What follows belongs to an exercise in optimizing a design on an open flow for small area and a short achievable clock period; a production flow would make more cautious choices.
In this exercise RTL edits were held to simulation tests only and were not proved equivalent to the original.

==> run H: inputs <==
Design fp_mac, start of the top module:
module fp_mac (
    input  wire        clk,
    input  wire [31:0] a,
    input  wire [31:0] b,
    input  wire        en_mult,
    input  wire        en_accuml,
    input  wire        rst_accuml,
    output reg  [31:0] acc_out
);
reg  [31:0] s;                        
wire [31:0] res;
fp_mac_core core (.a(a), .b(b), .en_mult(en_mult), .s(s), .res(res));
always @(posedge clk) begin
    if (rst_accuml) begin
        acc_out <= s;
        s       <= 32'd0;
    end else if (en_accuml) begin
        acc_out <= res;
        s       <= res;
    end else begin
        s       <= 32'd0;
    end
end
endmodule
export LEC_CHECK = 0
export CAP_MARGIN = 20
export CORE_MARGIN = 2
export CORE_UTILIZATION = 40
export PLACE_DENSITY = 0.6
export SETUP_SLACK_MARGIN = 5
export SLEW_MARGIN = 20
export SYNTH_HIERARCHICAL = 1
create_clock -name core_clock -period 25.0 [get_ports {clk}]
run.sh (not shown) runs the stock make flow with config.mk's settings and CLKGATE_MAP_FILE= SYNTH_SCRIPT=/design/flow/synth_recipe.tcl, a recipe that flattens the netlist after the stock synthesis.
==> inputs of run X, as changes to run H <==
--- a/flow/design.v
+++ b/flow/design.v
@@ -1763,57 +1763,12 @@
                     g[k] = g[k] | (t[k] & g[j]);
                     t[k] = t[k] & t[j];
                 end
         add24 = {g[23], p ^ {g[22:0], cin}};
     end
 endfunction
-function [24:0] addsub24;
-    input [23:0] a;
-    input [23:0] b;
-    input        sub;
-    reg   [23:0] bb, g, p, t, gg;
-    reg          co, ci;
-    integer l, k, j;
-    begin
-        bb = b ^ {24{sub}};
-        g = a & bb;
-        p = a ^ bb;
-        t = p;
-        gg = g;
-        for (l = 1; l < 32; l = l * 2)
-            for (k = 0; k < 24; k = k + 1)
-                if ((k / l) % 2 == 1) begin
-                    j = (k / l) * l - 1;
-                    gg[k] = gg[k] | (t[k] & gg[j]);
-                    t[k] = t[k] & t[j];
-                end
-        co = gg[23];
-        ci = sub & co;
-        addsub24 = {co, (p ^ ({gg[22:0], 1'b0} | ({t[22:0], 1'b1} & {24{ci}}))) ^ {24{sub & ~co}}};
-    end
-endfunction
-function [7:0] sub8;
-    input [7:0] a;
-    input [7:0] b;
-    reg   [7:0] g, p, t;
-    integer l, k, j;
-    begin
-        g = a & ~b;
-        p = a ^ ~b;
-        t = p;
-        g[0] = g[0] | p[0];           
-        for (l = 1; l < 8; l = l * 2)
-            for (k = 0; k < 8; k = k + 1)
-                if ((k / l) % 2 == 1) begin
-                    j = (k / l) * l - 1;
-                    g[k] = g[k] | (t[k] & g[j]);
-                    t[k] = t[k] & t[j];
-                end
-        sub8 = p ^ {g[6:0], 1'b1};
-    end
-endfunction
 function [4:0] lzc32;
     input [31:0] v;
     reg   [7:0]  z4;
     reg   [15:0] c4;
     reg   [3:0]  z8;
     reg   [11:0] c8;
@@ -1842,23 +1797,30 @@
 wire [24:0] as = add24(lm, sr ^ {24{eop}}, eop);
 wire [24:0] fsum = {as[24] & ~eop, as[23:0]};
 wire [22:0] f_man = fsum[24] ? fsum[23:1] : fsum[23] ? fsum[22:0] : {fsum[21:0], 1'b0};
 wire [7:0]  f_exp = fsum[24] ? le + 8'd1 : fsum[23] ? le : le - 8'd1;
 wire        f_sign = eswap ? sy : sx;
 wire [23:0] nb = ad0 ? sm : {1'b0, sm[23:1]};
-wire [24:0] nas = addsub24(lm, nb, 1'b1);
+wire [24:0] nd1 = add24(lm, ~nb, 1'b1);
+wire [24:0] nd2 = add24(nb, ~lm, 1'b1);
+wire [24:0] nas = {nd1[24], nd1[24] ? nd1[23:0] : nd2[23:0]};
 wire [23:0] nd = nas[23:0];
 wire [4:0]  nlz = lzc32({nd, 8'hFF});
 wire [23:0] nsh16 = nlz[4] ? {nd[7:0], 16'd0} : nd;
 wire [23:0] nsh8  = nlz[3] ? {nsh16[15:0], 8'd0} : nsh16;
 wire [23:0] nsh4  = nlz[2] ? {nsh8[19:0], 4'd0} : nsh8;
 wire [23:0] nsh2  = nlz[1] ? {nsh4[21:0], 2'd0} : nsh4;
 wire [23:0] nsh   = nlz[0] ? {nsh2[22:0], 1'd0} : nsh2;
 wire [22:0] n_man = nsh[22:0];
 wire        nzero = ~|nd;
-wire [7:0]  n_exp = nzero ? 8'd0 : sub8(le, {3'd0, nlz});
+wire [7:0]  le16   = le - 8'd16;
+wire [3:0]  leh1   = le[7:4] - 4'd1;
+wire [3:0]  le16h1 = le16[7:4] - 4'd1;
+wire [4:0]  nel    = {1'b1, nlz[4] ? le16[3:0] : le[3:0]} - {1'b0, nlz[3:0]};
+wire [3:0]  neh    = nlz[4] ? (nel[4] ? le16[7:4] : le16h1) : (nel[4] ? le[7:4] : leh1);
+wire [7:0]  n_exp  = nzero ? 8'd0 : {neh, nel[3:0]};
 wire        n_sign = nzero ? 1'b0 : nas[24] ? f_sign : ~f_sign;
 wire        near = eop & (ad0 | ad1);
 assign res = bothzero ? {sx & sy, 31'd0}
            : near     ? {n_sign, n_exp, n_man}
            :            {f_sign, f_exp, f_man};
 endmodule
==> inputs of run C, as changes to run H <==
--- a/flow/design.v
+++ b/flow/design.v
@@ -1788,32 +1788,12 @@
                 end
         co = gg[23];
         ci = sub & co;
         addsub24 = {co, (p ^ ({gg[22:0], 1'b0} | ({t[22:0], 1'b1} & {24{ci}}))) ^ {24{sub & ~co}}};
     end
 endfunction
-function [7:0] sub8;
-    input [7:0] a;
-    input [7:0] b;
-    reg   [7:0] g, p, t;
-    integer l, k, j;
-    begin
-        g = a & ~b;
-        p = a ^ ~b;
-        t = p;
-        g[0] = g[0] | p[0];           
-        for (l = 1; l < 8; l = l * 2)
-            for (k = 0; k < 8; k = k + 1)
-                if ((k / l) % 2 == 1) begin
-                    j = (k / l) * l - 1;
-                    g[k] = g[k] | (t[k] & g[j]);
-                    t[k] = t[k] & t[j];
-                end
-        sub8 = p ^ {g[6:0], 1'b1};
-    end
-endfunction
 function [4:0] lzc32;
     input [31:0] v;
     reg   [7:0]  z4;
     reg   [15:0] c4;
     reg   [3:0]  z8;
     reg   [11:0] c8;
@@ -1852,13 +1832,18 @@
 wire [23:0] nsh8  = nlz[3] ? {nsh16[15:0], 8'd0} : nsh16;
 wire [23:0] nsh4  = nlz[2] ? {nsh8[19:0], 4'd0} : nsh8;
 wire [23:0] nsh2  = nlz[1] ? {nsh4[21:0], 2'd0} : nsh4;
 wire [23:0] nsh   = nlz[0] ? {nsh2[22:0], 1'd0} : nsh2;
 wire [22:0] n_man = nsh[22:0];
 wire        nzero = ~|nd;
-wire [7:0]  n_exp = nzero ? 8'd0 : sub8(le, {3'd0, nlz});
+wire [7:0]  le16   = le - 8'd16;
+wire [3:0]  leh1   = le[7:4] - 4'd1;
+wire [3:0]  le16h1 = le16[7:4] - 4'd1;
+wire [4:0]  nel    = {1'b1, nlz[4] ? le16[3:0] : le[3:0]} - {1'b0, nlz[3:0]};
+wire [3:0]  neh    = nlz[4] ? (nel[4] ? le16[7:4] : le16h1) : (nel[4] ? le[7:4] : leh1);
+wire [7:0]  n_exp  = nzero ? 8'd0 : {neh, nel[3:0]};
 wire        n_sign = nzero ? 1'b0 : nas[24] ? f_sign : ~f_sign;
 wire        near = eop & (ad0 | ad1);
 assign res = bothzero ? {sx & sy, 31'd0}
            : near     ? {n_sign, n_exp, n_man}
            :            {f_sign, f_exp, f_man};
 endmodule
==> comparison table <==
metric                                                                 run C                  run X                  run H
Origin of the critical flop-to-flop path                    s[29]$_SDFF_PP0_       s[23]$_SDFF_PP0_       s[25]$_SDFF_PP0_
Cells after Synth                                                       3515                   3539                   3494
Fraction of standard cell area that is sequential                      5.10%                  5.02%                  5.13%
Clock network share of area                                            1.00%                 0.906%                  1.12%
Pre-CTS setup slack                                                  1.27 ns                1.89 ns                2.23 ns
Number of placed instances, taps included                               4312                   4344                   4286
Outcome                                                       finished clean         finished clean         finished clean
Vias per cell                                                           6.32                   6.22                   6.31
Reg-to-reg endpoint                                    acc_out[29]$_DFFE_PP_  acc_out[30]$_DFFE_PP_  acc_out[29]$_DFFE_PP_
Worst reg2reg path depth                                                  35                     42                     37
Levels on crit path                                                       50                     59                     53
Net total in the final layout                                           3942                   4021                   3908
Horizontal die dimension                                              274 um                 276 um                 275 um
Area occupied by multi-input gates                                 25700 um2              26000 um2              25700 um2
TritonRoute pass-1 iters                                                   6                     19                      6
Standard cell core area                                            72600 um2              73100 um2              72800 um2
Grt met2 use                                                           42.3%                  41.7%                  44.6%
Estimated wirelength of the detail-placed design                     87.5 mm                84.2 mm                86.8 mm
Worst setup margin                                                   5.37 ns                5.41 ns                5.52 ns
Multi-input gates                                                       2960                   2962                   2945
Worst hold slack across all endpoints                               0.610 ns               0.664 ns               0.603 ns
Clock latency on the worst-skew pair                                 0.33 ns                0.33 ns                0.36 ns

-- separate check: timing with driven ports --
The results above use ideal ports. As a check the final layouts listed here were re-extracted and re-timed, cells and wires unchanged.
Step 1 sets driving cells, clkbuf_16 on the clock port and buf_2 on the other inputs (assumed; they add their load-dependent delay and slew).
Step 2 also shifts input and output timing later by t, the mid clock arrival at the registers, as if the neighbouring blocks saw the same clock.
Slacks: no drivers / after step 1 / after step 2; pairs: no drivers / after step 1.
| run | t, ns | slack for setup (ns) | latest minus earliest clock arrival (ns) | slew at the worst register clock pin (ns) |
|---|---|---|---|---|
| run H | 0.396 | 5.519 / 5.512 / 5.116 | 0.010 / 0.010 | 0.07 / 0.07 |
| run X | 0.360 | 5.415 / 5.424 / 5.064 | 0.003 / 0.003 | 0.05 / 0.05 |
| run C | 0.348 | 5.373 / 5.377 / 5.028 | 0.007 / 0.007 | 0.05 / 0.05 |
After both steps setup and hold are still met in every run listed. The setup slack of run H, which loses most, moves by -0.007 ns with the drivers and by -0.403 ns with both steps.
